Background: an optimization exercise with open tools, aiming at a short achievable clock period and few clock cycles. Do not read the settings as production practice. Where RTL was checked, it was by simulation tests only, not by an equivalence proof against the original. Function not checked in runs 1 to 4: the RTL went through the layout flow alone. Power figures rest on the tool's default switching activity, not on a simulated workload.

--- design/flow/run.sh ---
#!/bin/bash
# synth_recipe.tcl (not shown) runs the flow's synth.tcl, then flattens the netlist and writes it again
# the make line also repeats each setting of config.mk as NAME=value (left out here)
make -C /OpenROAD-flow-scripts/flow DESIGN_CONFIG=/design/flow/config.mk WORK_HOME=/design/flow/orfs CLKGATE_MAP_FILE= SYNTH_SCRIPT=/design/flow/synth_recipe.tcl finish
--- design/flow/config.mk ---
export PLATFORM = sky130hd
export DESIGN_NAME = rv32i_core
export DESIGN_NICKNAME = rv32i_core
export VERILOG_FILES = /design/flow/design.v
export SDC_FILE = /design/flow/constraint.sdc
export NUM_CORES = 8
export LEC_CHECK = 0
export ABC_CLOCK_PERIOD_IN_PS = 3500
export CAP_MARGIN = 30
export CORE_MARGIN = 2
export CORE_UTILIZATION = 40
export GPL_TIMING_DRIVEN = 1
export SETUP_SLACK_MARGIN = 5
export SLEW_MARGIN = 20
--- design/flow/constraint.sdc ---
create_clock -name core_clock -period 12.0 [get_ports {Clk}]
set_input_delay 2.4000 -clock core_clock [delete_from_list [all_inputs] [get_ports {Clk}]]
set_output_delay 2.4000 -clock core_clock [all_outputs]
set_load 0.01 [all_outputs]
--- design/flow/design.v ---
module rv32i_core (
    input  logic Rst,
    input  logic Clk,
    output logic [31:0] imem_addr,
    input  logic [31:0] imem_rdata,
    output logic        dmem_re,
    output logic        dmem_we,
    output logic [1:0]  dmem_size,
    output logic [31:0] dmem_addr,
    output logic [31:0] dmem_wdata,
    input  logic [31:0] dmem_rdata,
    output logic        retire_valid,
    output logic [31:0] retire_pc,
    output logic        retire_we,
    output logic [4:0]  retire_rd,
    output logic [31:0] retire_wdata
);
    localparam int BI   = 4;             
    localparam int BN   = 1 << BI;       
    localparam int TH   = 15;            
    localparam int TW   = TH - BI - 1;
    logic        stall, redirect;
    logic [31:0] redirect_pc;
    logic [31:0] pc_f;
    logic        v_d;
    logic [31:0] ir_d, pc_d;
    logic        pt_d;
    logic [31:2] ptgt_d;
    logic        v_e;
    logic [31:0] pc_e, pc4_e, tgt_e;
    logic [31:0] a_e, b_e, sd_e;
    logic        fa_m_e, fa_w_e, fb_m_e, fb_w_e, fs_m_e, fs_w_e;
    logic        sub_e, sra_e;
    logic        s_add_e, s_sll_e, s_slt_e, s_sltu_e, s_xor_e, s_srx_e, s_or_e, s_and_e, s_link_e;
    logic        is_br_e, is_jalr_e, is_ld_e, is_st_e, is_ctl_e, we_e;
    logic        c_eq_e, c_lt_e, c_ltu_e, c_inv_e;
    logic        force_tk_e, m_tk_e, m_nt_e;
    logic [4:0]  rd_e;
    logic [2:0]  f3_e;
    logic        v_m, re_m, st_m, we_m, is_ld_m, upd_m, tk_m;
    logic [31:0] pc_m, res_m, addr_m, sd_m, tgt_m;
    logic [4:0]  rd_m;
    logic [2:0]  f3_m;
    logic        v_w, we_w;
    logic [31:0] pc_w, res_w;
    logic [4:0]  rd_w;
    logic [BN-1:0] btb_v;
    logic [TW-1:0] btb_tag [BN];
    logic [31:2]   btb_tgt [BN];
    logic [1:0]    btb_ctr [BN];
    logic [BI-1:0] fidx;
    logic          f_hit;
    logic [31:2]   f_tgt;
    logic [31:0]   pc_f4, pc_next;
    assign fidx  = pc_f[BI+1:2];
    assign f_hit = btb_v[fidx] && (btb_tag[fidx] == pc_f[TH:BI+2]) && btb_ctr[fidx][1];
    assign f_tgt = btb_tgt[fidx];
    assign pc_f4 = pc_f + 32'd4;
    always_comb begin
        if (redirect)   pc_next = redirect_pc;
        else if (stall) pc_next = pc_f;
        else if (f_hit) pc_next = {f_tgt, 2'b00};
        else            pc_next = pc_f4;
    end
    always_ff @(posedge Clk or posedge Rst) begin
        if (Rst) pc_f <= 32'd0;
        else     pc_f <= pc_next;
    end
    assign imem_addr = pc_f;
    always_ff @(posedge Clk or posedge Rst) begin
        if (Rst)           v_d <= 1'b0;
        else if (redirect) v_d <= 1'b0;
        else if (!stall)   v_d <= 1'b1;
    end
    always_ff @(posedge Clk) begin
        if (!stall) begin
            ir_d   <= imem_rdata;
            pc_d   <= pc_f;
            pt_d   <= f_hit;
            ptgt_d <= f_tgt;
        end
    end
    logic [4:0] op;
    logic [4:0] rd, rs1, rs2;
    logic [2:0] f3;
    logic       i30;
    assign op  = ir_d[6:2];
    assign rd  = ir_d[11:7];
    assign f3  = ir_d[14:12];
    assign rs1 = ir_d[19:15];
    assign rs2 = ir_d[24:20];
    assign i30 = ir_d[30];
    logic is_lui, is_auipc, is_jal, is_jalr, is_br, is_ld, is_st, is_alui, is_alur;
    assign is_lui   = (op == 5'b01101);
    assign is_auipc = (op == 5'b00101);
    assign is_jal   = (op == 5'b11011);
    assign is_jalr  = (op == 5'b11001);
    assign is_br    = (op == 5'b11000);
    assign is_ld    = (op == 5'b00000);
    assign is_st    = (op == 5'b01000);
    assign is_alui  = (op == 5'b00100);
    assign is_alur  = (op == 5'b01100);
    logic writes, use1, use2, use_imm;
    assign writes  = (is_lui | is_auipc | is_jal | is_jalr | is_ld | is_alui | is_alur) && (rd != 5'd0);
    assign use1    = is_jalr | is_br | is_ld | is_st | is_alui | is_alur;
    assign use2    = is_br | is_st | is_alur;
    assign use_imm = ~(is_br | is_alur);
    logic [31:0] immI, immS, immB, immU, immJ, imm;
    assign immI = {{20{ir_d[31]}}, ir_d[31:20]};
    assign immS = {{20{ir_d[31]}}, ir_d[31:25], ir_d[11:7]};
    assign immB = {{19{ir_d[31]}}, ir_d[31], ir_d[7], ir_d[30:25], ir_d[11:8], 1'b0};
    assign immU = {ir_d[31:12], 12'b0};
    assign immJ = {{11{ir_d[31]}}, ir_d[31], ir_d[19:12], ir_d[20], ir_d[30:21], 1'b0};
    always_comb begin
        if (is_st)                    imm = immS;
        else if (is_lui | is_auipc)   imm = immU;
        else                          imm = immI;
    end
    logic [31:0] rf [32];
    logic [31:0] rv;
    logic [31:0] rf1, rf2, r1, r2;
    assign rf1 = rv[rs1] ? rf[rs1] : 32'd0;
    assign rf2 = rv[rs2] ? rf[rs2] : 32'd0;
    assign r1 = (v_w && we_w && rd_w == rs1) ? res_w : rf1;
    assign r2 = (v_w && we_w && rd_w == rs2) ? res_w : rf2;
    always_ff @(posedge Clk) begin
        if (v_w && we_w) rf[rd_w] <= res_w;
    end
    always_ff @(posedge Clk or posedge Rst) begin
        if (Rst)              rv <= 32'd0;
        else if (v_w && we_w) rv[rd_w] <= 1'b1;
    end
    logic h1e, h1m, h2e, h2m;
    assign h1e = v_e && we_e && (rd_e == rs1);
    assign h1m = v_m && we_m && (rd_m == rs1);
    assign h2e = v_e && we_e && (rd_e == rs2);
    assign h2m = v_m && we_m && (rd_m == rs2);
    assign stall = v_d && v_e && is_ld_e && ((use1 && h1e) || (use2 && h2e));
    logic [31:0] tgt_d;
    logic        tgt_ok;
    assign tgt_d  = pc_d + (is_jal ? immJ : immB);
    assign tgt_ok = (tgt_d == {ptgt_d, 2'b00});
    always_ff @(posedge Clk or posedge Rst) begin
        if (Rst) v_e <= 1'b0;
        else     v_e <= v_d && !stall && !redirect;
    end
    always_ff @(posedge Clk) begin
        pc_e   <= pc_d;
        pc4_e  <= pc_d + 32'd4;
        tgt_e  <= tgt_d;
        rd_e   <= rd;
        f3_e   <= f3;
        we_e   <= writes;
        is_br_e   <= is_br;
        is_jalr_e <= is_jalr;
        is_ld_e   <= is_ld;
        is_st_e   <= is_st;
        is_ctl_e  <= is_br | is_jal;
        a_e    <= is_auipc ? pc_d : is_lui ? 32'd0 : r1;
        fa_m_e <= use1 && h1e;
        fa_w_e <= use1 && !h1e && h1m;
        b_e    <= use_imm ? imm : r2;
        fb_m_e <= !use_imm && h2e;
        fb_w_e <= !use_imm && !h2e && h2m;
        sd_e   <= r2;
        fs_m_e <= is_st && h2e;
        fs_w_e <= is_st && !h2e && h2m;
        sub_e    <= (is_alur && f3 == 3'b000 && i30);
        sra_e    <= i30;
        s_add_e  <= !(is_alui | is_alur | is_jal | is_jalr) || ((is_alui | is_alur) && f3 == 3'b000);
        s_sll_e  <= (is_alui | is_alur) && f3 == 3'b001;
        s_slt_e  <= (is_alui | is_alur) && f3 == 3'b010;
        s_sltu_e <= (is_alui | is_alur) && f3 == 3'b011;
        s_xor_e  <= (is_alui | is_alur) && f3 == 3'b100;
        s_srx_e  <= (is_alui | is_alur) && f3 == 3'b101;
        s_or_e   <= (is_alui | is_alur) && f3 == 3'b110;
        s_and_e  <= (is_alui | is_alur) && f3 == 3'b111;
        s_link_e <= is_jal | is_jalr;
        c_eq_e  <= (f3[2] == 1'b0);
        c_lt_e  <= (f3[2:1] == 2'b10);
        c_ltu_e <= (f3[2:1] == 2'b11);
        c_inv_e <= f3[0];
        force_tk_e <= is_jal | is_jalr;
        m_tk_e     <= is_jalr | !(pt_d && tgt_ok);
        m_nt_e     <= pt_d;
    end
    logic [31:0] a, b, sd;
    assign a  = fa_m_e ? res_m : fa_w_e ? res_w : a_e;
    assign b  = fb_m_e ? res_m : fb_w_e ? res_w : b_e;
    assign sd = fs_m_e ? res_m : fs_w_e ? res_w : sd_e;
    logic [32:0] sum33;
    logic [31:0] sum;
    assign sum33 = {a, 1'b1} + {b ^ {32{sub_e}}, sub_e};
    assign sum   = sum33[32:1];
    logic eq, lt, ltu;
    assign eq  = (a == b);
    assign lt  = ($signed(a) < $signed(b));
    assign ltu = (a < b);
    logic [31:0] sll, srx;
    assign sll = a << b[4:0];
    logic [31:0] sra_r, srl_r;
    assign sra_r = $signed(a) >>> b[4:0];
    assign srl_r = a >> b[4:0];
    assign srx   = sra_e ? sra_r : srl_r;
    logic [31:0] alu;
    assign alu = ({32{s_add_e}}  & sum)
               | ({32{s_sll_e}}  & sll)
               | ({32{s_slt_e}}  & {31'd0, lt})
               | ({32{s_sltu_e}} & {31'd0, ltu})
               | ({32{s_xor_e}}  & (a ^ b))
               | ({32{s_srx_e}}  & srx)
               | ({32{s_or_e}}   & (a | b))
               | ({32{s_and_e}}  & (a & b))
               | ({32{s_link_e}} & pc4_e);
    logic taken;
    assign taken = is_br_e ? (((c_eq_e & eq) | (c_lt_e & lt) | (c_ltu_e & ltu)) ^ c_inv_e) : force_tk_e;
    assign redirect    = v_e && (taken ? m_tk_e : m_nt_e);
    assign redirect_pc = taken ? (is_jalr_e ? sum : tgt_e) : pc4_e;
    always_ff @(posedge Clk or posedge Rst) begin
        if (Rst) begin
            v_m  <= 1'b0;
            re_m <= 1'b0;
            st_m <= 1'b0;
        end else begin
            v_m  <= v_e;
            re_m <= v_e && is_ld_e;
            st_m <= v_e && is_st_e;
        end
    end
    always_ff @(posedge Clk) begin
        pc_m    <= pc_e;
        we_m    <= we_e;
        rd_m    <= rd_e;
        f3_m    <= f3_e;
        is_ld_m <= is_ld_e;
        res_m   <= alu;
        addr_m  <= sum;
        sd_m    <= sd;
        tgt_m   <= tgt_e;
        upd_m   <= v_e && is_ctl_e;
        tk_m    <= taken;
    end
    assign dmem_re    = re_m;
    assign dmem_we    = st_m;
    assign dmem_size  = f3_m[1:0];
    assign dmem_addr  = addr_m;
    assign dmem_wdata = sd_m;
    logic [31:0] ld;
    always_comb begin
        ld[7:0] = dmem_rdata[7:0];
        if (f3_m[1:0] == 2'b00) ld[15:8] = {8{dmem_rdata[7] & ~f3_m[2]}};
        else                    ld[15:8] = dmem_rdata[15:8];
        if (f3_m[1])            ld[31:16] = dmem_rdata[31:16];
        else if (f3_m[0])       ld[31:16] = {16{dmem_rdata[15] & ~f3_m[2]}};
        else                    ld[31:16] = {16{dmem_rdata[7] & ~f3_m[2]}};
    end
    logic [BI-1:0] midx;
    logic          m_hit;
    assign midx  = pc_m[BI+1:2];
    assign m_hit = btb_v[midx] && (btb_tag[midx] == pc_m[TH:BI+2]);
    always_ff @(posedge Clk or posedge Rst) begin
        if (Rst)                   btb_v <= '0;
        else if (upd_m && tk_m)    btb_v[midx] <= 1'b1;
    end
    always_ff @(posedge Clk) begin
        if (upd_m) begin
            if (m_hit) begin
                if (tk_m) begin
                    if (btb_ctr[midx] != 2'b11) btb_ctr[midx] <= btb_ctr[midx] + 2'b01;
                    btb_tgt[midx] <= tgt_m[31:2];
                end else begin
                    if (btb_ctr[midx] != 2'b00) btb_ctr[midx] <= btb_ctr[midx] - 2'b01;
                end
            end else if (tk_m) begin
                btb_tag[midx] <= pc_m[TH:BI+2];
                btb_tgt[midx] <= tgt_m[31:2];
                btb_ctr[midx] <= 2'b10;
            end
        end
    end
    always_ff @(posedge Clk or posedge Rst) begin
        if (Rst) v_w <= 1'b0;
        else     v_w <= v_m;
    end
    always_ff @(posedge Clk) begin
        pc_w  <= pc_m;
        we_w  <= we_m;
        rd_w  <= rd_m;
        res_w <= is_ld_m ? ld : res_m;
    end
    assign retire_valid = v_w;
    assign retire_pc    = pc_w;
    assign retire_we    = we_w;
    assign retire_rd    = rd_w;
    assign retire_wdata = res_w;
endmodule
==> results.toml, run 1 <==
[timing]
worst_slew_pin_slew_ns = 1.25
setup_tns_ns = 0
slew_viol_final = 0
clock.fmax_mhz = 146
fin_skew_ns = 0.112
rsz0062_at_grt = "false"
min_period_over_period_pct = 57.1
slew_headroom_pct = 16.8
hold_viol_final = 0
layout_min_cycle_time_ns = 6.85
setup_viol = 0
worst_slack_ns = 5.15

[floorplanning]
core_area_um2 = 268000
num_rows = 190
initial_utilization_pct = 40.1
die_h_um = 522
io-pin-count = 237
die_w_um = 522
dieArea_um2 = 273000

[route]
drc = 0
drt_iter0_drc = 9133
vias = 67000
routed_wl_um = 372000
ant_nets = 0
post_drt_wl_per_cell_um = 34.5
viasPerCell = 6.21
dr.pass1.iters = 8

[worst_setup_path]
crit_type = "reg2reg"
crit_arrival_ns = 7.60
crit_path_end_kind = "flip-flop"
reg2reg_slack_ns = 5.15
path_delay_family = "compound AO/OA/AOI/OAI gates"
crit_path_max_fanout = 42
cp_data_required_time_ns = 12.75
start_kind = "flip-flop"
path_buf_inv = 3
r2r_start = "fa_w_e"
rr_worst_depth = 16
cp_slowest_cell = "mux2i_1"
critPathMaxStageDelay_ns = 0.60
r2r_end = "pc_f[20]"
path_cells = "buf_4 -> mux2_2 -> mux2i_1 -> ha_1 -> or4_1 -> nor4_1 -> o311ai_0 -> a31o_1 -> a311oi_2 -> a21oi_1 -> nor3b_4 -> buf_4 -> mux2_2 -> buf_12 -> a211oi_1 -> a21oi_1"

[status]
outcome = "timing/DRC/antenna clean"

[placed_design]
dp_hpwl_um = 244000
dp_cells = 10300
gp_congestion = 0.975
io_buffers = 234
post-place-ws_ns = 5.32

[global_route]
grt_use_total_pct = 26.7
grt_pass1_vias = 66100
grt_pass1_wl_um = 513000
grt_max_degree = 147
overflow = 0
antenna_found_initial = 23

[power]
power.internal_uw = 17400
finalPower_uw = 26200
switchingPower_uw = 8810
p_seq_share_pct = 45.0
power_leakage_uw = 0.0413
combPwrFrac_pct = 26.0
p_sw_share_pct = 33.6
power.density_nw_per_um2 = 213
irDropWorstVdd_mv = 0.168
pwr-share-clk_pct = 28.9

[run]
max_cap_viol_count = 0

[finish]
drive_gt1_share_pct = 24.2
fillers = 23200
fin_cells = 10800
seq_area_um2 = 65400
nets = 7239
areaGrowthSynthToFinish_pct = 14.7
multiInputGateArea_um2 = 40300

[synth]
syn_nets = 6961
synth_edf_count = 1789
ys_seq_elements = 2350
syn_area_per_cell_um2 = 16.0
synth_top_flop_cell = "edfxtp_1"
yosys_warnings = 1
synth.cell_area_um2 = 107000
synth_cells = 6722
async_flop_share_pct = 3.66
synth.distinct_cells = 87
ys_seq_area_share_pct = 60.9

[clock_tree]
cts_buffers = 243
ctsHoldBuffers = 0
root_buffer = "clkbuf_16"
cts_tree = "yes"
numClockSinks = 2350
path_clk_slew_ns = 0.06
htree_levels = 4
clk_latency_ns = 0.97
post_cts_buffers = 0
clk_path_buf_depth = 4

[worst_hold_path]
holdCritStartpoint = "pc_m[31]"
hp-class = "reg2reg"
hold_depth = 0
whs_endpoint = "pc_w[31]"
-- area by class of cell --
type                    count  area share (%)
clock inverters           133            1.00
inverters                 115           0.357
clock buffers             324            5.50
repair buffers            481            3.65
flip-flops and latches   2350            53.1
diodes                     17          0.0345
multi-input cells        3809            32.7
well taps                3552            3.61
-- worst register-to-register path: stages, from the launching register on --
cell and delay, ns:
dfxtp_2 0.32, buf_4 0.47, mux2_2 0.43, mux2i_1 0.60, ha_1 0.40, or4_1 0.59
nor4_1 0.59, o311ai_0 0.51, a31o_1 0.39, a311oi_2 0.40, a21oi_1 0.17, nor3b_4 0.19
buf_4 0.44, mux2_2 0.61, buf_12 0.26, a211oi_1 0.28, a21oi_1 0.07
-- power groups by stage --
stage | registers [uW] | clock network [uW] | logic [uW]
3_3_place_gp | 11900 | 0 | 6630
4_1_cts | 11800 | 7680 | 6770
2_1_floorplan | 11400 | 0 | 3630
3_5_place_dp | 11900 | 0 | 6740
5_1_grt | 11900 | 7980 | 7170
6_report | 11800 | 7590 | 6830
-- layer usage --
layer / track usage [%] / share of wire (%) / vias up
li1: - / - / 27500
met1: 35.2 / 39 / 35200
met2: 42.2 / 47 / 3557
met3: 5.12 / 8.7 / 749
met4: 13.8 / 5.9 / 12
met5: 0 / 0.019 / -
-- sequential cells by signal, indices dropped and copies added (netlist names), 16 cells and up, named ones only --
name	count
sd_e	32
pc_m	31
pc4_e	31
b_e	32
ptgt_d	30
addr_m	32
sd_m	32
pc_d	32
res_m	32
ir_d	30
tgt_m	31
pc_w	32
btb_tgt	480
btb_tag	160
btb_v	16
rf	1024
a_e	32
tgt_e	32
btb_ctr	32
pc_e	30
rv	32
res_w	32
pc_f	32
-- through the flow --
stage	utilization [%]	hold WS [ns]	instance area (um2)
6_report	46.0	0.325	123000
5_1_grt	46.0	0.330	123000
4_1_cts	45.9	0.326	123000
3_5_place_dp	42.9	0.312	115000
3_3_place_gp	42.8	0.311	115000
2_1_floorplan	-	0.310	107000
-- cell families after synthesis --
logic type | after synthesis | share of synthesized area [%]
flip-flops | 2350 | 60.9
multiplexers | 1229 | 22.2
AND/OR/NAND/NOR | 1185 | 5.01
AO/OA/AOI/OAI | 1025 | 6.21
buffers and inverters | 563 | 2.05
XOR/XNOR | 197 | 1.67
adder cells (fa/ha/maj) | 173 | 2.02
-- timing repair --
action / 4_1_cts / 5_1_grt
gates resized for setup: 0 / 2
endpoints found under the setup margin: 0 / 6
hold endpoints to repair: 0 / 0
-- synth_stat cells (62+ instances only) --
cell type  number  area (um2)
a21oi_1       261        1310
buf_1         114         428
clkbuf_1      284        1070
dfrtp_1        86        2150
dfxtp_1       475        9510
edfxtp_1     1789       53700
ha_1          172        2150
inv_1         108         405
mux2_2         67         754
mux2i_1       247        2470
mux4_2        915       20600
nand2_1       412        1550
nand3_1        85         425
nor2_1        377        1420
o21ai_0       230        1150
xnor2_1       130        1140
xor2_1         62         543
-- cell usage in the layout (no fill, tap or decap), types with 40 or more instances in the layout --
cell type | synthesis | final
edfxtp_1 | 1789 | 1789
mux4_2 | 915 | 915
dfxtp_1 | 475 | 453
nand2_1 | 412 | 412
nor2_1 | 377 | 320
a21oi_1 | 261 | 260
clkbuf_16 | 0 | 250
mux2i_1 | 247 | 245
clkdlybuf4s50_1 | 0 | 234
o21ai_0 | 230 | 229
buf_4 | 5 | 209
ha_1 | 172 | 172
xnor2_1 | 130 | 130
inv_1 | 108 | 107
nand3_1 | 85 | 85
dfrtp_1 | 86 | 82
mux2_2 | 67 | 67
xor2_1 | 62 | 62
a221oi_1 | 58 | 58
clkinv_2 | 0 | 54
a211oi_1 | 49 | 49
nor2_4 | 0 | 49
nand2b_1 | 48 | 48
nor3_1 | 49 | 47
clkbuf_1 | 284 | 47
a21o_1 | 45 | 45
o21bai_1 | 43 | 43
a31oi_1 | 42 | 42
o22ai_1 | 40 | 40
-- worst max path at each step --
stage / start / end / slack, ns / depth (start not counted)
CTS: fa_w_e / pc_f[20] / 5.23 / 16
finish: fa_w_e / pc_f[20] / 5.15 / 16
global placement: fb_w_e / pc_f[20] / 5.00 / 15
floorplan: ir_d[20] / ir_d[10] / 6.59 / 10
global route: fa_w_e / pc_f[20] / 5.07 / 16
detailed placement: fa_w_e / pc_f[20] / 5.32 / 16
==> inputs of run 2 (changes only) <==
==> design/flow/flow/run.sh (new file) <==
#!/bin/bash
set -euo pipefail
bash standard.sh SETUP_SLACK_MARGIN=8.5 TNS_END_PERCENT=100 finish > standard_flow.log 2>&1
==> design/flow/standard.sh (new file) <==
#!/bin/bash
# synth_recipe.tcl (not shown) runs the flow's synth.tcl, then flattens the netlist and writes it again
# the make line also repeats each setting of config.mk as NAME=value (left out here)
make -C /OpenROAD-flow-scripts/flow DESIGN_CONFIG=/design/flow/config.mk WORK_HOME=/design/flow/orfs CLKGATE_MAP_FILE= SYNTH_SCRIPT=/design/flow/synth_recipe.tcl "${@:-finish}"
--- a/design/flow/config.mk
+++ b/design/flow/config.mk
@@ -12,3 +12,2 @@
 export GPL_TIMING_DRIVEN = 1
-export SETUP_SLACK_MARGIN = 5
 export SLEW_MARGIN = 20
removed: design/flow/run.sh
==> run 2 against run 1 <==
Largest cell class unchanged. Power rose by 9.3%. Largest power group unchanged. Sequential power hardly changed. Still clean. Critical path type unchanged. Non-clock buffer count grew 448. Clock skew is 0.0046 ns lower. Flip-flop and latch count unchanged.
==> results.toml, run 2 <==
[global_route]
grt_use_total_pct = 29.1
antenna_found_initial = 46
grt_pass1_vias = 69700
overflow = 0
grt_pass1_wl_um = 553000
grt_max_degree = 109

[clock_tree]
cts_buffers = 248
root_buffer = "clkbuf_16"
clk_path_buf_depth = 4
clk_latency_ns = 0.95
numClockSinks = 2350
htree_levels = 4
path_clk_slew_ns = 0.06
cts_tree = "yes"

[timing]
setup_viol = 0
hold_viol_final = 0
worst_slew_pin_slew_ns = 1.03
clock.fmax_mhz = 212
layout_min_cycle_time_ns = 4.72
rsz0062_at_grt = "true"
fin_skew_ns = 0.108
slew_headroom_pct = 31.7
min_period_over_period_pct = 39.3
slew_viol_final = 0
setup_tns_ns = 0

[route]
met3_length_um = 40400
vias = 71600
ant_nets = 0
viasPerCell = 6.36
wl_met1_um = 149000
highest_layer = "met5"
drc = 0
met2_length_um = 185000
dr.pass1.iters = 8
drt_iter0_drc = 9992
post_drt_wl_per_cell_um = 36.0
routed_wl_um = 405000

[finish]
final_common_cell = "edfxtp_1"
utilization_pct = 49.7
fin_cells = 11300
regMostFlops = "rf"
nets = 7700
largest_reg_flops = 1024
mostFrequentLayoutCells = "1789 x edfxtp_1, 915 x mux4_2, 419 x buf_4, 397 x nand2_1, 350 x dfxtp_1"
fillers = 22200
drive_gt1_share_pct = 37.8
fin_area_um2 = 133000
areaGrowthSynthToFinish_pct = 23.9
reg_top3 = "rf: 1024 flops, btb_tgt: 480 flops, btb_tag: 160 flops"

[synth]
yosys-top-cells-count = "1789 x edfxtp_1, 915 x mux4_2, 475 x dfxtp_1"
synth_top_flop_cell = "edfxtp_1"
yosysMostFrequentCell = "edfxtp_1"
synth_largest_area_cell = "edfxtp_1"
ys_seq_elements = 2350
synth.top_cell.area_share_pct = 50.0
ys_seq_area_share_pct = 60.9
syn_nets = 6961
ys_top_cells_by_area = "edfxtp_1 50%, mux4_2 19%, dfxtp_1 8.9%"
yosys_warnings = 1
syn_area_per_cell_um2 = 16.0
async_flop_share_pct = 3.66
synth.cell_area_um2 = 107000
synth.distinct_cells = 87
synth_edf_count = 1789
synth_cells = 6722

[worst_setup_path]
crit_path_end_kind = "flip-flop"
crit_arrival_ns = 5.52
path_cells = "buf_16 -> mux2i_4 -> nor2_2 -> a21oi_4 -> ha_4 -> or4_4 -> nor4_4 -> buf_4 -> o311ai_4 -> a31o_4 -> a311oi_4 -> a21oi_2 -> nor3b_4 -> buf_12 -> mux2_8 -> a211oi_4 -> a21oi_1"
cp_data_required_time_ns = 12.79
critPathMaxStageDelay_ns = 0.57
reg2reg_slack_ns = 7.28
crit_type = "reg2reg"
r2r_start = "fb_w_e"
cp_slowest_cell = "or4_4"
crit_path_max_fanout = 8
critPathCapture = "pc_f[2]"
startpoint = "fb_w_e"
start_kind = "flip-flop"
r2r_end = "pc_f[2]"
rr_worst_depth = 17

[floorplanning]
die_w_um = 522
num_rows = 190
initial_utilization_pct = 40.1
core_area_um2 = 268000
dieArea_um2 = 273000
die_h_um = 522
io-pin-count = 237

[power]
finalPower_uw = 28700
irDropWorstVdd_mv = 0.154
power_leakage_uw = 0.0457
power.density_nw_per_um2 = 216

[run]
max_cap_viol_count = 0

[placed_design]
postPlaceCellArea_um2 = 115000
gp_congestion = 0.976
io_buffers = 234
dp_hpwl_um = 243000
dp_cells = 10300

[status]
outcome = "timing/DRC/antenna clean"

[worst_hold_path]
hp-class = "reg2reg"
## run 2: cell counts after synthesis
Identical to the previous run, type by type.
## run 2: worst min-delay path by stage
stage	startpoint	to	slack, ns	depth (start not counted)
finish	tgt_m[0]	pc_w[0]	0.32	0
global route	tgt_m[0]	pc_w[0]	0.33	0
CTS	tgt_m[0]	pc_w[0]	0.32	0
detailed placement	tgt_m[0]	pc_w[0]	0.31	0
global placement	pc_e[15]	pc_m[15]	0.31	0
floorplan	f3_e[1]	f3_m[1]	0.31	0
## run 2: worst max-delay path: cells and delay by family, from the launching register on
family	cells	cell delay [ns]
flip-flops	1	0.46
adder cells (fa/ha/maj)	1	0.26
multiplexers	2	0.67
AO/OA/AOI/OAI	7	1.52
buffers and inverters	3	0.54
AND/OR/NAND/NOR	4	1.17
## run 2: cell type report
cell class | instances | area [um2] | share of cell area (%)
Sequential cell | 2350 | 65700 | 49.4
Tap cell | 3552 | 4440 | 3.34
Inverter | 115 | 463 | 0.348
Timing Repair Buffer | 929 | 10800 | 8.09
Clock inverter | 140 | 1320 | 0.992
Multi-Input combinational cell | 3817 | 43400 | 32.6
Clock buffer | 319 | 6860 | 5.15
Antenna cell | 31 | 77.6 | 0.0583
## run 2: per-layer routing
layer | GRT usage [%] | vias up
li1 | - | 28600
met2 | 44.8 | 4491
met1 | 37.8 | 37500
met5 | 0 | -
met4 | 18.3 | 8
met3 | 5.81 | 1043
## run 2: cells by family (layout without fill, tap and decap cells)
logic type               count (synthesis)  count (layout)  share of synthesized area [%]
flip-flops                            2350            2350                           60.9
multiplexers                          1229            1236                           22.2
AND/OR/NAND/NOR                       1185            1185                           5.01
AO/OA/AOI/OAI                         1025            1026                           6.21
buffers and inverters                  563            1503                           2.05
XOR/XNOR                               197             197                           1.67
adder cells (fa/ha/maj)                173             173                           2.02
other                                    0              31                              0
## run 2: report_power, final
group	internal [uW]	switching, uW	leakage [uW]
combinational	4050	5140	0.0203
clock	4480	3300	0.00405
sequential	10500	1270	0.0213
## run 2: metrics by stage
stage                     setup slack [ns]  hold WS, ns
final                                 7.28        0.321
after global routing                  7.24        0.327
after CTS                             7.43        0.321
after detailed placement              5.68        0.312
after global placement                5.75        0.311
after floorplan                       7.70        0.310
## run 2: what timing repair did
action	in CTS	in global routing
gates cloned	48	13
hold buffers	0	0
resized for setup	1643	244
endpoints found under the setup margin	730	574
setup buffers	319	101
pin swaps	109	111
==> inputs of run 3 (changes only) <==
--- a/design/flow/design.v
+++ b/design/flow/design.v
@@ -21,4 +21,4 @@
     localparam int TW   = TH - BI - 1;
+    localparam int GH   = 15;            
     logic        stall, redirect;
-    logic [31:0] redirect_pc;
     logic [31:0] pc_f;
@@ -27,5 +27,7 @@
     logic        pt_d;
-    logic [31:2] ptgt_d;
+    logic [GH:2] ptgt_d;
     logic        v_e;
     logic [31:0] pc_e, pc4_e, tgt_e;
+    logic [GH:2] ptgt_e;
+    logic        pt_e;
     logic [31:0] a_e, b_e, sd_e;
@@ -36,3 +38,3 @@
     logic        c_eq_e, c_lt_e, c_ltu_e, c_inv_e;
-    logic        force_tk_e, m_tk_e, m_nt_e;
+    logic        force_tk_e, m_nt_e;
     logic [4:0]  rd_e;
@@ -48,3 +50,3 @@
     logic [TW-1:0] btb_tag [BN];
-    logic [31:2]   btb_tgt [BN];
+    logic [GH:2]   btb_tgt [BN];
     logic [1:0]    btb_ctr [BN];
@@ -52,3 +54,3 @@
     logic          f_hit;
-    logic [31:2]   f_tgt;
+    logic [GH:2]   f_tgt;
     logic [31:0]   pc_f4, pc_next;
@@ -58,7 +60,7 @@
     assign pc_f4 = pc_f + 32'd4;
+    logic [31:0] pc_seq;
     always_comb begin
-        if (redirect)   pc_next = redirect_pc;
-        else if (stall) pc_next = pc_f;
-        else if (f_hit) pc_next = {f_tgt, 2'b00};
-        else            pc_next = pc_f4;
+        if (stall)      pc_seq = pc_f;
+        else if (f_hit) pc_seq = {pc_f[31:GH+1], f_tgt, 2'b00};
+        else            pc_seq = pc_f4;
     end
@@ -70,5 +72,4 @@
     always_ff @(posedge Clk or posedge Rst) begin
-        if (Rst)           v_d <= 1'b0;
-        else if (redirect) v_d <= 1'b0;
-        else if (!stall)   v_d <= 1'b1;
+        if (Rst) v_d <= 1'b0;
+        else     v_d <= !redirect && (stall ? v_d : 1'b1);
     end
@@ -139,5 +140,3 @@
     logic [31:0] tgt_d;
-    logic        tgt_ok;
     assign tgt_d  = pc_d + (is_jal ? immJ : immB);
-    assign tgt_ok = (tgt_d == {ptgt_d, 2'b00});
     always_ff @(posedge Clk or posedge Rst) begin
@@ -183,4 +182,5 @@
         force_tk_e <= is_jal | is_jalr;
-        m_tk_e     <= is_jalr | !(pt_d && tgt_ok);
         m_nt_e     <= pt_d;
+        pt_e       <= pt_d && !is_jalr;
+        ptgt_e     <= ptgt_d;
     end
@@ -216,4 +216,11 @@
     assign taken = is_br_e ? (((c_eq_e & eq) | (c_lt_e & lt) | (c_ltu_e & ltu)) ^ c_inv_e) : force_tk_e;
-    assign redirect    = v_e && (taken ? m_tk_e : m_nt_e);
-    assign redirect_pc = taken ? (is_jalr_e ? sum : tgt_e) : pc4_e;
+    logic tgt_ok, red_t, red_n;
+    assign tgt_ok = pt_e && (tgt_e == {pc_e[31:GH+1], ptgt_e, 2'b00});
+    assign red_t  = v_e && !tgt_ok;
+    assign red_n  = v_e && m_nt_e;
+    logic [31:0] next_t, next_n;
+    assign next_t = red_t ? (is_jalr_e ? sum : tgt_e) : pc_seq;
+    assign next_n = red_n ? pc4_e : pc_seq;
+    assign pc_next  = taken ? next_t : next_n;
+    assign redirect = taken ? red_t : red_n;
     always_ff @(posedge Clk or posedge Rst) begin
@@ -269,3 +276,3 @@
                     if (btb_ctr[midx] != 2'b11) btb_ctr[midx] <= btb_ctr[midx] + 2'b01;
-                    btb_tgt[midx] <= tgt_m[31:2];
+                    btb_tgt[midx] <= tgt_m[GH:2];
                 end else begin
@@ -275,3 +282,3 @@
                 btb_tag[midx] <= pc_m[TH:BI+2];
-                btb_tgt[midx] <= tgt_m[31:2];
+                btb_tgt[midx] <= tgt_m[GH:2];
                 btb_ctr[midx] <= 2'b10;
==> run 3 against run 2 <==
Still clean on timing, DRC and antenna. Sequential power down 11%. Routed wire length down 12%. Worst hold slack worse by 0.0056 ns. Global-route usage down 0.37 points. Critical path depth unchanged. Count of clock-buffer cells in the layout down 56. Critical path type unchanged. Critical endpoint is now pc_f[31]. Largest power group unchanged. Highest routed layer unchanged.
==> results.toml, run 3 <==
[timing]
fin_skew_ns = 0.0676
hold_viol_final = 0
setup_tns_ns = 0
holdWs_ns = 0.315
clock.fmax_mhz = 226
min_period_over_period_pct = 36.9
slew_headroom_pct = 31.0
slew_viol_final = 0
layout_min_cycle_time_ns = 4.43
worst_slew_pin_slew_ns = 1.01
setup_viol = 0
rsz0062_at_grt = "true"

[worst_setup_path]
rr_worst_depth = 17
crit_arrival_ns = 5.20
r2r_end = "pc_f[31]"
path_cells = "buf_12 -> buf_4 -> mux2i_1 -> nor2_1 -> a21oi_4 -> ha_2 -> nor4_2 -> nand3_2 -> a221oi_4 -> a211oi_4 -> a311oi_2 -> mux2i_2 -> buf_6 -> a21oi_4 -> nand2b_4 -> nor2_2 -> a311o_1"
critPathMaxStageDelay_ns = 0.46
start_kind = "flip-flop"
crit_type = "reg2reg"
r2r_start = "fb_w_e"
crit_path_max_fanout = 8
path_delay_family = "compound AO/OA/AOI/OAI gates"
reg2reg_slack_ns = 7.57
path_buf_inv = 3
worst_path_most_repeated_cell = "a21oi_4"
crit_path_end_kind = "flip-flop"
startpoint = "fb_w_e"
cp_data_required_time_ns = 12.77
cp_slowest_cell = "dfxtp_4"

[synth]
async_flop_share_pct = 4.14
synth_cells = 6172
synth.cell_area_um2 = 96200
yosys.area_share.xor_xnor_pct = 2.05
synth.top_cell.area_share_pct = 47.4
synth_top_family_by_area = "multiplexers"
yosys-top-cells-count = "1517 x edfxtp_1, 837 x mux4_2, 473 x dfxtp_1"
syn_area_per_cell_um2 = 15.6
synth_edf_count = 1517
synth_simple_gate_area_share_pct = 4.94
ys_seq_elements = 2076
ys_seq_area_share_pct = 59.4
yosys_warnings = 1
synth_largest_area_cell = "edfxtp_1"
synth_fa_ha_area_share_pct = 2.22
synth_mux_area_share_pct = 22.8
ys_top_cells_by_area = "edfxtp_1 47%, mux4_2 20%, dfxtp_1 9.8%"
synth_top_flop_cell = "edfxtp_1"
yosysMostFrequentCell = "edfxtp_1"
synth.distinct_cells = 92
syn_nets = 6408
synth-compound-area-share_pct = 6.43

[finish]
fillers = 19800
mostFrequentLayoutCells = "1517 x edfxtp_1, 837 x mux4_2, 420 x buf_4, 384 x nand2_1, 349 x dfxtp_1"
areaGrowthSynthToFinish_pct = 24.6
largest_reg_flops = 1024
final_common_cell = "edfxtp_1"
reg_top3 = "rf: 1024 flops, btb_tgt: 224 flops, btb_tag: 160 flops"
regMostFlops = "rf"
drive_gt1_share_pct = 38.0
nets = 7115
utilization_pct = 50.0
fin_area_um2 = 120000

[clock_tree]
clk_path_buf_depth = 3
ctsHoldBuffers = 0
clk_latency_ns = 0.89
cts_tree = "yes"
htree_levels = 4
path_clk_slew_ns = 0.06
root_buffer = "clkbuf_16"
cts_buffers = 214
numClockSinks = 2076

[placed_design]
postPlaceCellArea_um2 = 103000
dp_hpwl_um = 210000
gp_congestion = 0.972
io_buffers = 234

[floorplanning]
core_area_um2 = 240000
die_w_um = 494
initial_utilization_pct = 40.1
die_h_um = 494
io-pin-count = 237
num_rows = 180
dieArea_um2 = 244000

[power]
power_leakage_uw = 0.0416
power.density_nw_per_um2 = 209
finalPower_uw = 25100
irDropWorstVdd_mv = 0.164

[status]
outcome = "timing/DRC/antenna clean"

[route]
drc = 0
dr.pass1.iters = 6
viasPerCell = 6.26
post_drt_wl_per_cell_um = 34.7
routed_wl_um = 356000
vias = 64300
ant_nets = 0
drt_iter0_drc = 8397

[worst_hold_path]
hold_depth = 0
holdCritStartpoint = "pc_e[13]"
hp-class = "reg2reg"
whs_endpoint = "pc_m[13]"

[global_route]
antenna_found_initial = 36
grt_max_degree = 73
grt_use_total_pct = 28.7
grt_pass1_vias = 64100
overflow = 0
grt_pass1_wl_um = 492000

[run]
max_cap_viol_count = 0
[run 3: cell families (layout without fill, tap and decap cells)]
kind of cell             after synthesis  in the layout
flip-flops                          2076           2076
multiplexers                        1133           1133
AND/OR/NAND/NOR                     1090           1092
AO/OA/AOI/OAI                        953            953
buffers and inverters                525           1418
XOR/XNOR                             225            225
adder cells (fa/ha/maj)              170            170
other                                  0             11
[run 3: final cells by class]
class	instances	area, um2	area share (%)
diodes	11	27.5	0.0230
clock buffers	263	5730	4.78
clock inverters	141	1700	1.41
inverters	116	464	0.387
multi-input cells	3573	40100	33.5
flip-flops and latches	2076	57500	48.0
well taps	3185	3990	3.33
repair buffers	897	10300	8.61
repair inverters	1	5.00	0.00418
[run 3: metrics by stage]
stage | setup slack [ns] | cells
after floorplan | 7.98 | 6172
after global placement | 6.23 | 9375
after detailed placement | 6.15 | 9381
after CTS | 7.66 | 10200
after global routing | 7.50 | 10300
final | 7.57 | 10300
[run 3: how the worst max path moves through the flow]
stage               end  slack (ns)  depth (start not counted)
3_5_place_dp    pc_f[3]        6.15                         16
5_1_grt        pc_f[30]        7.50                         17
3_3_place_gp    pc_f[3]        6.23                         16
6_report       pc_f[31]        7.57                         17
2_1_floorplan  pc_f[30]        7.98                         18
4_1_cts        pc_f[30]        7.66                         17
[run 3: where the power goes]
part	switching [uW]	total, uW	internal, uW
Clock	2960	7010	4060
Sequential	1160	10400	9200
Combinational	4180	7720	3540
Total	8300	25100	16800
[run 3: what timing repair did]
action | CTS | global route
endpoints found under the setup margin | 658 | 520
pin swaps | 148 | 116
gates cloned | 52 | 4
setup buffers | 353 | 57
endpoints found under the hold margin | 0 | 0
resized for setup | 1594 | 217
[run 3: per-layer routing]
| metal | vias up | GRT usage [%] | part of all wire (%) | wire (um) |
|---|---|---|---|---|
| met5 | - | 0 | 0.037 | 132 |
| met4 | 20 | 18.3 | 7.5 | 26600 |
| met3 | 865 | 5.64 | 9.2 | 32600 |
| met2 | 3721 | 43.9 | 46 | 163000 |
| met1 | 33700 | 37.5 | 38 | 134000 |
| li1 | 26000 | - | - | - |
==> inputs of run 4 (changes only) <==
--- a/design/flow/design.v
+++ b/design/flow/design.v
@@ -157,9 +157,9 @@
         is_ctl_e  <= is_br | is_jal;
-        a_e    <= is_auipc ? pc_d : is_lui ? 32'd0 : r1;
+        a_e    <= (use1 && (h1e || h1m)) ? 32'd0 : is_auipc ? pc_d : is_lui ? 32'd0 : r1;
         fa_m_e <= use1 && h1e;
         fa_w_e <= use1 && !h1e && h1m;
-        b_e    <= use_imm ? imm : r2;
+        b_e    <= use_imm ? imm : (h2e || h2m) ? 32'd0 : r2;
         fb_m_e <= !use_imm && h2e;
         fb_w_e <= !use_imm && !h2e && h2m;
-        sd_e   <= r2;
+        sd_e   <= (h2e || h2m) ? 32'd0 : r2;
         fs_m_e <= is_st && h2e;
@@ -187,5 +187,5 @@
     logic [31:0] a, b, sd;
-    assign a  = fa_m_e ? res_m : fa_w_e ? res_w : a_e;
-    assign b  = fb_m_e ? res_m : fb_w_e ? res_w : b_e;
-    assign sd = fs_m_e ? res_m : fs_w_e ? res_w : sd_e;
+    assign a  = ({32{fa_m_e}} & res_m) | ({32{fa_w_e}} & res_w) | a_e;
+    assign b  = ({32{fb_m_e}} & res_m) | ({32{fb_w_e}} & res_w) | b_e;
+    assign sd = ({32{fs_m_e}} & res_m) | ({32{fs_w_e}} & res_w) | sd_e;
     logic [32:0] sum33;
==> run 4 against run 3 <==
Non-clock buffer count is 35 higher. Global-route usage is 1.0 points higher. Routed wire length is 3.5% higher. Flip-flop and latch count stayed put. Synthesized cell count is 0.41% lower. Clock skew is 0.025 ns higher. Utilization is 0.60 points higher. Final cell count is 0.17% lower. Register-to-register slack better by 0.33 ns.
==> results.toml, run 4 <==
[status]
outcome = "timing/DRC/antenna clean"

[timing]
holdWs_ns = 0.314
fin_skew_ns = 0.0921
slew_headroom_pct = 33.5
rsz0062_at_grt = "true"
worst_slew_pin_slew_ns = 0.998
setup_tns_ns = 0
clock.fmax_mhz = 244
hold_viol_final = 0
setup_viol = 0
layout_min_cycle_time_ns = 4.09
slew_viol_final = 0
min_period_over_period_pct = 34.1

[clock_tree]
ctsHoldBuffers = 0
clk_latency_ns = 0.88
cts_tree = "yes"
numClockSinks = 2076
clk_path_buf_depth = 3
cts_buffers = 213
htree_levels = 4
root_buffer = "clkbuf_16"
path_clk_slew_ns = 0.07

[finish]
mostFrequentLayoutCells = "1517 x edfxtp_1, 829 x mux4_2, 416 x buf_4, 358 x dfxtp_1, 326 x nor2_1"
utilization_pct = 50.6
regMostFlops = "rf"
areaGrowthSynthToFinish_pct = 25.6
drive_gt1_share_pct = 38.1
reg_top3 = "rf: 1024 flops, btb_tgt: 224 flops, btb_tag: 160 flops"
fin_area_um2 = 120000
largest_reg_flops = 1024
final_common_cell = "edfxtp_1"
fillers = 19600
nets = 7113

[synth]
synth_top_flop_cell = "edfxtp_1"
synth-compound-area-share_pct = 7.46
ys_seq_area_share_pct = 59.6
yosys_warnings = 1
synth_edf_count = 1517
yosys.area_share.xor_xnor_pct = 2.00
synth.top_cell.area_share_pct = 47.5
synth_top_family_by_area = "multiplexers"
ys_top_cells_by_area = "edfxtp_1 47%, mux4_2 19%, dfxtp_1 9.9%"
yosysMostFrequentCell = "edfxtp_1"
synth_largest_area_cell = "edfxtp_1"
syn_nets = 6383
async_flop_share_pct = 4.14
synth_fa_ha_area_share_pct = 2.22
synth_mux_area_share_pct = 21.4
syn_area_per_cell_um2 = 15.6
synth.cell_area_um2 = 95900
synth_cells = 6147
synth.distinct_cells = 86
ys_seq_elements = 2076
yosys-top-cells-count = "1517 x edfxtp_1, 829 x mux4_2, 473 x dfxtp_1"
synth_simple_gate_area_share_pct = 5.13

[placed_design]
postPlaceCellArea_um2 = 103000
gp_congestion = 1.00
io_buffers = 234
dp_hpwl_um = 215000

[power]
finalPower_uw = 25300
power.density_nw_per_um2 = 210
power_leakage_uw = 0.0421
irDropWorstVdd_mv = 0.178

[worst_setup_path]
crit_arrival_ns = 4.82
crit_path_max_fanout = 6
crit_type = "reg2reg"
start_kind = "flip-flop"
cp_data_required_time_ns = 12.73
crit_path_end_kind = "flip-flop"

[route]
ant_nets = 0
dr.pass1.iters = 8
vias = 66000
viasPerCell = 6.44
post_drt_wl_per_cell_um = 36.0
drc = 0
drt_iter0_drc = 9129
routed_wl_um = 369000

[floorplanning]
core_area_um2 = 238000
die_h_um = 494
num_rows = 179
dieArea_um2 = 244000
initial_utilization_pct = 40.3
die_w_um = 494
io-pin-count = 237

[run]
max_cap_viol_count = 0

[global_route]
antenna_found_initial = 30
overflow = 0
grt_pass1_vias = 64500
grt_use_total_pct = 29.7
grt_max_degree = 84
grt_pass1_wl_um = 506000

[worst_hold_path]
hp-class = "reg2reg"
## run 4: cell count changes in the layout (fill, tap and decap cells not counted), moves of 23 or more
cell / previous run / this run
nand2_1: 384 / 270
mux2i_1: 194 / 112
nor3_1: 32 / 108
a221o_1: 37 / 99
o21ai_0: 200 / 139
a21oi_1: 167 / 209
a31oi_1: 23 / 59
mux2_2: 72 / 40
a221oi_1: 50 / 19
a221oi_4: 4 / 32
a21oi_4: 32 / 9
## run 4: stage by stage
stage / worst slack, ns / instances
after floorplan: 8.46 / 6147
after global placement: 6.54 / 9309
after detailed placement: 6.52 / 9317
after CTS: 7.92 / 10200
after global routing: 7.79 / 10200
final: 7.91 / 10200
## run 4: repair_timing
action                     in CTS  in global routing
setup endpoints to repair     692                505
cloned                         59                  4
gates resized for setup      1597                270
buffers inserted              381                 66
pin swaps                     163                115
## run 4: cells by family after synthesis
family	Yosys count
xor gates and xnor gates	219
and+or+nand+nor	1089
adders and majority gates	170
muxes	1010
buffers and inverters	539
DFF	2076
AOI/OAI and AO/OA	1044
## run 4: area by class of cell
cell class / count / area, um2 / area share [%]
Clock buffer: 277 / 5890 / 4.89
Tap cell: 3167 / 3960 / 3.29
Inverter: 121 / 502 / 0.416
Multi-Input combinational cell: 3533 / 40300 / 33.5
Clock inverter: 124 / 1260 / 1.05
Timing Repair Buffer: 932 / 11000 / 9.15
Sequential cell: 2076 / 57500 / 47.7
Antenna cell: 16 / 40.0 / 0.0332
## run 4: path summary, 6_finish.rpt
check                           startpoint        to  slack [ns]  cells past startpoint
min in group asynchronous              Rst  btb_v[9]        1.92                      2
max in group asynchronous              Rst  pc_f[29]        8.84                      4
worst max-delay path                fb_m_e   pc_f[4]        7.91                     20
worst max register to register      fb_m_e   pc_f[4]        7.91                     20
worst min-delay path               pc_e[8]   pc_m[8]        0.31                      0
worst min register to register     pc_e[8]   pc_m[8]        0.31                      0
## run 4: layer usage
metal  global-route usage, %  up-vias  part of all wire [%]
li1                        -    26400                     -
met1                    38.0    34200                    36
met2                    44.5     4350                    45
met3                    6.93     1053                    11
met4                    21.1       16                   8.6
met5                       0        -                 0.040
## run 4: report_power, final
part	internal [uW]	total (uW)	switching, uW
Sequential	9180	10400	1180
Clock	3820	6760	2940
Combinational	3640	8130	4490
Total	16700	25300	8600
## run 4: critical path, cell delays in order, from the launching register on
cell       delay (ns)
dfxtp_4          0.42
buf_6            0.16
buf_4            0.13
buf_6            0.11
a221oi_4         0.27
buf_6            0.17
inv_2            0.05
ha_4             0.23
nor4_4           0.34
nand4_1          0.27
a21oi_2          0.21
o21bai_1         0.13
o2111ai_2        0.17
and4_4           0.33
nor3_4           0.05
buf_12           0.16
clkinv_8         0.06
nor2_4           0.05
buf_6            0.16
buf_8            0.13
a221o_1          0.33
==> inputs of run 5 (changes only) <==
--- a/design/flow/design.v
+++ b/design/flow/design.v
@@ -23,2 +23,4 @@
     logic        stall, redirect;
+    logic        rdr_m;              
+    logic [31:0] rpc_m;              
     logic [31:0] pc_f;
@@ -73,3 +75,3 @@
         if (Rst) v_d <= 1'b0;
-        else     v_d <= !redirect && (stall ? v_d : 1'b1);
+        else     v_d <= !rdr_m && (stall ? v_d : 1'b1);
     end
@@ -143,3 +145,3 @@
         if (Rst) v_e <= 1'b0;
-        else     v_e <= v_d && !stall && !redirect;
+        else     v_e <= v_d && !stall && !rdr_m;
     end
@@ -216,12 +218,17 @@
     assign taken = is_br_e ? (((c_eq_e & eq) | (c_lt_e & lt) | (c_ltu_e & ltu)) ^ c_inv_e) : force_tk_e;
-    logic tgt_ok, red_t, red_n;
+    logic ve, tgt_ok, red_t, red_n;
+    assign ve     = v_e && !rdr_m;
     assign tgt_ok = pt_e && (tgt_e == {pc_e[31:GH+1], ptgt_e, 2'b00});
-    assign red_t  = v_e && !tgt_ok;
-    assign red_n  = v_e && m_nt_e;
-    logic [31:0] next_t, next_n;
-    assign next_t = red_t ? (is_jalr_e ? sum : tgt_e) : pc_seq;
-    assign next_n = red_n ? pc4_e : pc_seq;
-    assign pc_next  = taken ? next_t : next_n;
+    assign red_t  = ve && !tgt_ok;
+    assign red_n  = ve && m_nt_e;
     assign redirect = taken ? red_t : red_n;
     always_ff @(posedge Clk or posedge Rst) begin
+        if (Rst) rdr_m <= 1'b0;
+        else     rdr_m <= redirect;
+    end
+    always_ff @(posedge Clk) begin
+        rpc_m <= taken ? (is_jalr_e ? sum : tgt_e) : pc4_e;
+    end
+    assign pc_next = rdr_m ? rpc_m : pc_seq;
+    always_ff @(posedge Clk or posedge Rst) begin
         if (Rst) begin
@@ -231,5 +238,5 @@
         end else begin
-            v_m  <= v_e;
-            re_m <= v_e && is_ld_e;
-            st_m <= v_e && is_st_e;
+            v_m  <= ve;
+            re_m <= ve && is_ld_e;
+            st_m <= ve && is_st_e;
         end
@@ -246,3 +253,3 @@
         tgt_m   <= tgt_e;
-        upd_m   <= v_e && is_ctl_e;
+        upd_m   <= ve && is_ctl_e;
         tk_m    <= taken;
--- a/design/flow/config.mk
+++ b/design/flow/config.mk
@@ -10,3 +10,3 @@
 export CORE_MARGIN = 2
-export CORE_UTILIZATION = 40
+export CORE_UTILIZATION = 50
 export GPL_TIMING_DRIVEN = 1
==> run 5 against run 4 <==
Area after synthesis grew 1.3%. Setup slack gained 0.036 ns. Power shrank 2.6%. Die area shrank 19%. Clock power grew 2%.
==> results.toml, run 5 <==
[synth]
yosys-top-cells-count = "1517 x edfxtp_1, 828 x mux4_2, 505 x dfxtp_1"
synth.distinct_cells = 90
synth_largest_area_cell = "edfxtp_1"
synth_simple_gate_area_share_pct = 5.47
yosys_warnings = 1
synth_top_flop_cell = "edfxtp_1"
synth_top_family_by_area = "multiplexers"
yosys.area_share.xor_xnor_pct = 1.89
syn_nets = 6453
synth_mux_area_share_pct = 21.9
ys_top_cells_by_area = "edfxtp_1 47%, mux4_2 19%, dfxtp_1 10%"
synth.cell_area_um2 = 97200
async_flop_share_pct = 4.13
synth_fa_ha_area_share_pct = 2.20
synth_cells = 6217
ys_seq_elements = 2109
ys_seq_area_share_pct = 59.5
yosysMostFrequentCell = "edfxtp_1"
synth_edf_count = 1517
synth.top_cell.area_share_pct = 46.9
synth-compound-area-share_pct = 6.75
syn_area_per_cell_um2 = 15.6

[placed_design]
dp_cells = 8740
dp_hpwl_um = 215000
io_buffers = 234
gp_congestion = 1.00

[worst_setup_path]
path_cells = "buf_16 -> buf_6"
crit_path_end_kind = "primary output"
crit_arrival_ns = 1.66
rr_worst_depth = 17
crit_path_max_fanout = 2
cp_data_required_time_ns = 9.60
reg2reg_slack_ns = 8.08
r2r_start = "fb_m_e"
critPathMaxStageDelay_ns = 0.51
cp_slowest_cell = "dfrtp_4"
crit_type = "reg2out"
start_kind = "flip-flop"
path_delay_family = "flip-flops"
r2r_end = "rpc_m[28]"
path_buf_inv = 2

[floorplanning]
die_w_um = 445
num_rows = 161
initial_utilization_pct = 50.4
dieArea_um2 = 198000
io-pin-count = 237
die_h_um = 445
core_area_um2 = 193000

[finish]
final_common_cell = "edfxtp_1"
seq_area_um2 = 58200
mostFrequentLayoutCells = "1517 x edfxtp_1, 830 x mux4_2, 448 x buf_4, 391 x dfxtp_1, 324 x nor2_1"
fillers = 13900
largest_reg_flops = 1024
fin_cells = 9689
nets = 7199
regMostFlops = "rf"
drive_gt1_share_pct = 38.3
areaGrowthSynthToFinish_pct = 24.6
multiInputGateArea_um2 = 40900
reg_top3 = "rf: 1024 flops, btb_tgt: 224 flops, btb_tag: 160 flops"

[power]
finalPower_uw = 24600
irDropWorstVdd_mv = 0.162
power_leakage_uw = 0.0428
power.density_nw_per_um2 = 203

[clock_tree]
clk_path_buf_depth = 3
numClockSinks = 2109
path_clk_slew_ns = 0.06
root_buffer = "clkbuf_16"
clk_latency_ns = 0.89
cts_buffers = 214
cts_tree = "yes"
htree_levels = 4

[timing]
min_period_over_period_pct = 33.8
slew_viol_final = 0
setup_tns_ns = 0
fin_skew_ns = 0.0414
clock.fmax_mhz = 247
holdWs_ns = 0.313
worst_slew_pin_slew_ns = 1.03
hold_viol_final = 0
setup_viol = 0
slew_headroom_pct = 31.0
rsz0062_at_grt = "true"
layout_min_cycle_time_ns = 4.06

[worst_hold_path]
hold_depth = 0
whs_endpoint = "f3_m[2]"
hp-class = "reg2reg"
holdCritStartpoint = "f3_e[2]"

[route]
vias = 66400
drt_iter0_drc = 9665
routed_wl_um = 367000
post_drt_wl_per_cell_um = 37.9
ant_nets = 0
dr.pass1.iters = 9
viasPerCell = 6.86
drc = 0

[global_route]
antenna_found_initial = 24
grt_pass1_vias = 64200
grt_max_degree = 85
grt_use_total_pct = 36.4
grt_pass1_wl_um = 500000
overflow = 0

[status]
outcome = "timing/DRC/antenna clean"

[run]
max_cap_viol_count = 0
==> run 5: through the flow <==
stage,instance area (um2),worst slack (ns),util [%]
after floorplan,98000,8.45,-
after global placement,103000,6.59,53.6
after detailed placement,103000,6.48,53.7
after CTS,118000,7.89,61.2
after global routing,121000,7.91,62.8
final,121000,7.94,62.8
==> run 5: power by group <==
group	switching (uW)	internal, uW
clock network	2910	3960
logic	4140	3480
registers	968	9130
==> run 5: kinds of logic (layout without fill, tap and decap cells) <==
logic type / count (synthesis) / in the layout
buffers and inverters: 555 / 1480
and+or+nand+nor: 1144 / 1149
other: 0 / 15
adders and majority gates: 170 / 170
AOI/OAI and AO/OA: 959 / 960
xor gates and xnor gates: 210 / 210
muxes: 1070 / 1070
DFF: 2109 / 2109
==> run 5: how the worst max path moves through the flow <==
stage,startpoint,end,slack (ns),cells after the start
3_5_place_dp,fb_w_e,rpc_m[1],6.48,14
6_report,pc_f[4],imem_addr[4],7.94,2
3_3_place_gp,fb_w_e,rpc_m[1],6.59,15
4_1_cts,pc_f[4],imem_addr[4],7.89,2
2_1_floorplan,fb_m_e,res_m[26],8.45,14
5_1_grt,pc_f[4],imem_addr[4],7.91,2
==> run 5: layout make-up <==
class | count | share of cell area [%]
repair buffers | 955 | 9.17
diodes | 15 | 0.0310
multi-input cells | 3559 | 33.8
repair inverters | 2 | 0.0165
flip-flops and latches | 2109 | 48.0
clock inverters | 100 | 0.936
well taps | 2526 | 2.61
clock buffers | 301 | 5.02
inverters | 122 | 0.424
==> run 5: layer usage <==
| layer | wire length [um] | GRT usage, % |
|---|---|---|
| met1 | 138000 | 50.3 |
| met2 | 163000 | 54.0 |
| met3 | 41000 | 7.63 |
| met4 | 25700 | 20.3 |
| met5 | 72 | 0 |
==> run 5: repair_timing <==
item / 4_1_cts / 5_1_grt
setup endpoints to repair: 685 / 511
gates cloned: 57 / 22
pin swaps: 135 / 178
hold buffers: 0 / 0
setup buffers: 352 / 100
gates resized for setup: 1521 / 396
Testbench counts of run 5, summed over its fixed seeds: cycles 870,632.
==> inputs of run 6 (changes only) <==
--- a/design/flow/config.mk
+++ b/design/flow/config.mk
@@ -10,3 +10,5 @@
 export CORE_MARGIN = 2
-export CORE_UTILIZATION = 50
+export CORE_UTILIZATION = 40
+export CTS_CLUSTER_DIAMETER = 100
+export CTS_CLUSTER_SIZE = 30
 export GPL_TIMING_DRIVEN = 1
==> run 6 against run 5 <==
Non-clock buffer count grew 20. Design area is 3.2% lower. Sequential share of layout area rose by 1.6 points. Flip-flop and latch count unchanged. Setup slack improved by 0.057 ns. Critical path depth stayed put. Synthesized cell count did not move. Still clean on timing, DRC and antenna. Highest routed layer unchanged. Sequential power is essentially flat. Largest power group unchanged. Final cell count increased by 4.7%. Via count is 2.5% lower. Clock power shrank 42%. Largest cell class unchanged.
==> results.toml, run 6 <==
[synth]
yosys_warnings = 1
synth-compound-area-share_pct = 6.75
synth_cells = 6217
synth.top_cell.area_share_pct = 46.9
async_flop_share_pct = 4.13
syn_area_per_cell_um2 = 15.6
synth_edf_count = 1517
ys_seq_elements = 2109
syn_nets = 6453
synth_mux_area_share_pct = 21.9
ys_top_cells_by_area = "edfxtp_1 47%, mux4_2 19%, dfxtp_1 10%"
synth_top_family_by_area = "multiplexers"
yosys.area_share.xor_xnor_pct = 1.89
ys_seq_area_share_pct = 59.5
yosysMostFrequentCell = "edfxtp_1"
synth.cell_area_um2 = 97200
yosys-top-cells-count = "1517 x edfxtp_1, 828 x mux4_2, 505 x dfxtp_1"
synth.distinct_cells = 90
synth_top_flop_cell = "edfxtp_1"
synth_fa_ha_area_share_pct = 2.20
synth_largest_area_cell = "edfxtp_1"
synth_simple_gate_area_share_pct = 5.47

[timing]
clock.fmax_mhz = 250
min_period_over_period_pct = 33.3
rsz0062_at_grt = "true"
slew_viol_final = 0
setup_tns_ns = 0
layout_min_cycle_time_ns = 4.00
slew_headroom_pct = 28.3
setup_viol = 0
hold_viol_final = 0
fin_skew_ns = 0.0707
worst_slew_pin_slew_ns = 1.07

[route]
ant_nets = 0
dr.pass1.iters = 9
drc = 0
post_drt_wl_per_cell_um = 35.7
drt_iter0_drc = 9449
viasPerCell = 6.38
vias = 64800
routed_wl_um = 363000

[run]
max_cap_viol_count = 0

[floorplanning]
dieArea_um2 = 247000
num_rows = 180
initial_utilization_pct = 40.3
die_w_um = 497
die_h_um = 497
io-pin-count = 237
core_area_um2 = 241000

[worst_setup_path]
crit_arrival_ns = 1.60
startpoint = "pc_f[2]"
path_delay_family = "flip-flops"
path_cells = "buf_16 -> buf_6"
r2r_end = "rpc_m[1]"
rr_worst_depth = 19
critPathCapture = "imem_addr[2]"
r2r_start = "fb_w_e"
path_buf_inv = 2
crit_path_max_fanout = 2
crit_path_end_kind = "primary output"
cp_data_required_time_ns = 9.60
crit_type = "reg2out"
critPathMaxStageDelay_ns = 0.55
start_kind = "flip-flop"
reg2reg_slack_ns = 8.07
critical_path_cell_count = 2
cp_slowest_cell = "dfrtp_4"

[finish]
areaGrowthSynthToFinish_pct = 20.7
multiInputGateArea_um2 = 40800
seq_area_um2 = 58200
fin_area_um2 = 117000
reg_top3 = "rf: 1024 flops, btb_tgt: 224 flops, btb_tag: 160 flops"
regMostFlops = "rf"
drive_gt1_share_pct = 36.6
nets = 7093
final_common_cell = "edfxtp_1"
fillers = 20300
largest_reg_flops = 1024
mostFrequentLayoutCells = "1517 x edfxtp_1, 829 x mux4_2, 495 x buf_4, 377 x dfxtp_1, 341 x nor2_1"

[clock_tree]
numClockSinks = 2109
htree_levels = 3
clk_latency_ns = 0.82
cts_buffers = 89
root_buffer = "clkbuf_16"
clk_path_buf_depth = 3
cts_tree = "yes"
path_clk_slew_ns = 0.12
ctsHoldBuffers = 0

[power]
combPwrFrac_pct = 34.3
finalPower_uw = 21400
power.internal_uw = 14000
power_leakage_uw = 0.0406
switchingPower_uw = 7370
pwr-share-clk_pct = 18.7
p_sw_share_pct = 34.5
irDropWorstVdd_mv = 0.164
power.density_nw_per_um2 = 182
p_seq_share_pct = 47.0

[global_route]
grt_pass1_vias = 63100
overflow = 0
gr-usage-met2_pct = 43.5
met3_usage_pct = 6.07
grt_max_degree = 85
grt_pass1_wl_um = 498000
grt_use_met1_pct = 38.3
grt.busiest_layer = "met2"
antenna_found_initial = 26
grt_use_total_pct = 28.6

[placed_design]
postPlaceCellArea_um2 = 104000
io_buffers = 234
dp_hpwl_um = 216000
gp_congestion = 0.998

[worst_hold_path]
hp-class = "reg2reg"

[status]
outcome = "timing/DRC/antenna clean"
[run 6: cell counts after synthesis]
Identical to the previous run, type by type.
[run 6: per-stage QoR]
step / hold WS (ns) / setup WS [ns] / cells / util, %
2_1_floorplan: 0.310 / 8.45 / 6217 / -
3_3_place_gp: 0.314 / 6.57 / 9395 / 43.2
3_5_place_dp: 0.312 / 6.52 / 9400 / 43.2
4_1_cts: 0.334 / 7.96 / 10000 / 47.6
5_1_grt: 0.337 / 7.96 / 10100 / 48.7
6_report: 0.333 / 8.00 / 10100 / 48.7
[run 6: worst reg2reg max path, stage by stage, from the launching register on]
cell and delay [ns]:
dfxtp_4 0.38, buf_12 0.14, buf_16 0.16, buf_8 0.14, a221oi_4 0.31, inv_2 0.08, ha_4 0.29, nor2_4 0.03
a221oi_2 0.25, nor2_2 0.11, a211oi_4 0.37, o22ai_2 0.18, a211oi_4 0.27, buf_6 0.16, nor3_4 0.04, buf_6 0.14
nor3_4 0.22, buf_6 0.17, clkinv_8 0.09, mux2_2 0.29
[run 6: layout make-up]
class / count / share of cell area [%]
Antenna cell: 30 / 0.0640
Sequential cell: 2109 / 49.6
Clock inverter: 36 / 0.397
Timing Repair inverter: 2 / 0.0149
Timing Repair Buffer: 975 / 9.22
Multi-Input combinational cell: 3558 / 34.8
Clock buffer: 130 / 2.12
Inverter: 122 / 0.441
Tap cell: 3185 / 3.40
[run 6: worst min path at each step]
stage                     startpoint       to  slack, ns  depth (start not counted)
after global placement       f3_e[1]  f3_m[1]       0.31                          0
after detailed placement     pc_e[8]  pc_m[8]       0.31                          0
after global routing         f3_e[1]  f3_m[1]       0.34                          0
final                        pc_e[7]  pc_m[7]       0.33                          0
after floorplan              f3_e[1]  f3_m[1]       0.31                          0
after CTS                    f3_e[1]  f3_m[1]       0.33                          0
[run 6: routing by layer]
metal | vias to the layer above | share of wire (%)
met4 | 12 | 6.6
met2 | 3796 | 45
met5 | - | 0.026
li1 | 26200 | -
met1 | 34000 | 38
met3 | 722 | 10
[run 6: power groups by stage]
stage	registers, uW	clock network [uW]	logic [uW]
final	10100	3990	7340
after global routing	10100	4270	7630
after CTS	10000	4040	6900
after detailed placement	10300	0	5030
after global placement	10300	0	4980
after floorplan	9950	0	2930
[run 6: cell families after synthesis]
logic type / Yosys count
fa+ha+maj: 170
xor+xnor: 210
buf+inv: 555
compound gates: 959
flops: 2109
mux: 1070
simple gates: 1144
[run 6: timing repair]
item / 4_1_cts / 5_1_grt
buffers inserted: 393 / 100
resized for setup: 1578 / 296
endpoints found under the setup margin: 679 / 398
cloned: 48 / 7
pin swaps: 138 / 134

what the ideal ports hide:
Ports are ideal in the flow. The routed layouts listed here were re-timed in OpenROAD. Step 1, drivers: a clkbuf_16 drives Clk and a buf_2 each remaining input, both assumed. Step 2 moves the port delays by t, midway between the first and last clock arrival at a register: inputs arrive t later, outputs are due t later. That takes back most of the time a late clock gives input paths. Slacks: ideal ports / drivers / drivers and shift; pairs: ideal ports / drivers.
run	t, ns	setup slack, ns	worst slew at a driven data input, ns	cell pins on the clock port's net
run 1	1.014	5.147 / 5.147 / 5.147	0.13	1
run 2	0.992	7.280 / 7.280 / 7.280	0.16	1
run 3	0.962	7.574 / 7.574 / 7.574	0.12	1
run 4	0.926	7.908 / 7.870 / 7.689	0.05	1
run 5	0.966	7.944 / 7.845 / 7.623	0.05	1
run 6	0.875	8.001 / 7.911 / 7.892	0.14	1
After both steps every run listed still meets setup and hold. For run 5, which loses most, drivers alone change the setup slack by -0.099 ns; drivers and shift together by -0.321 ns.
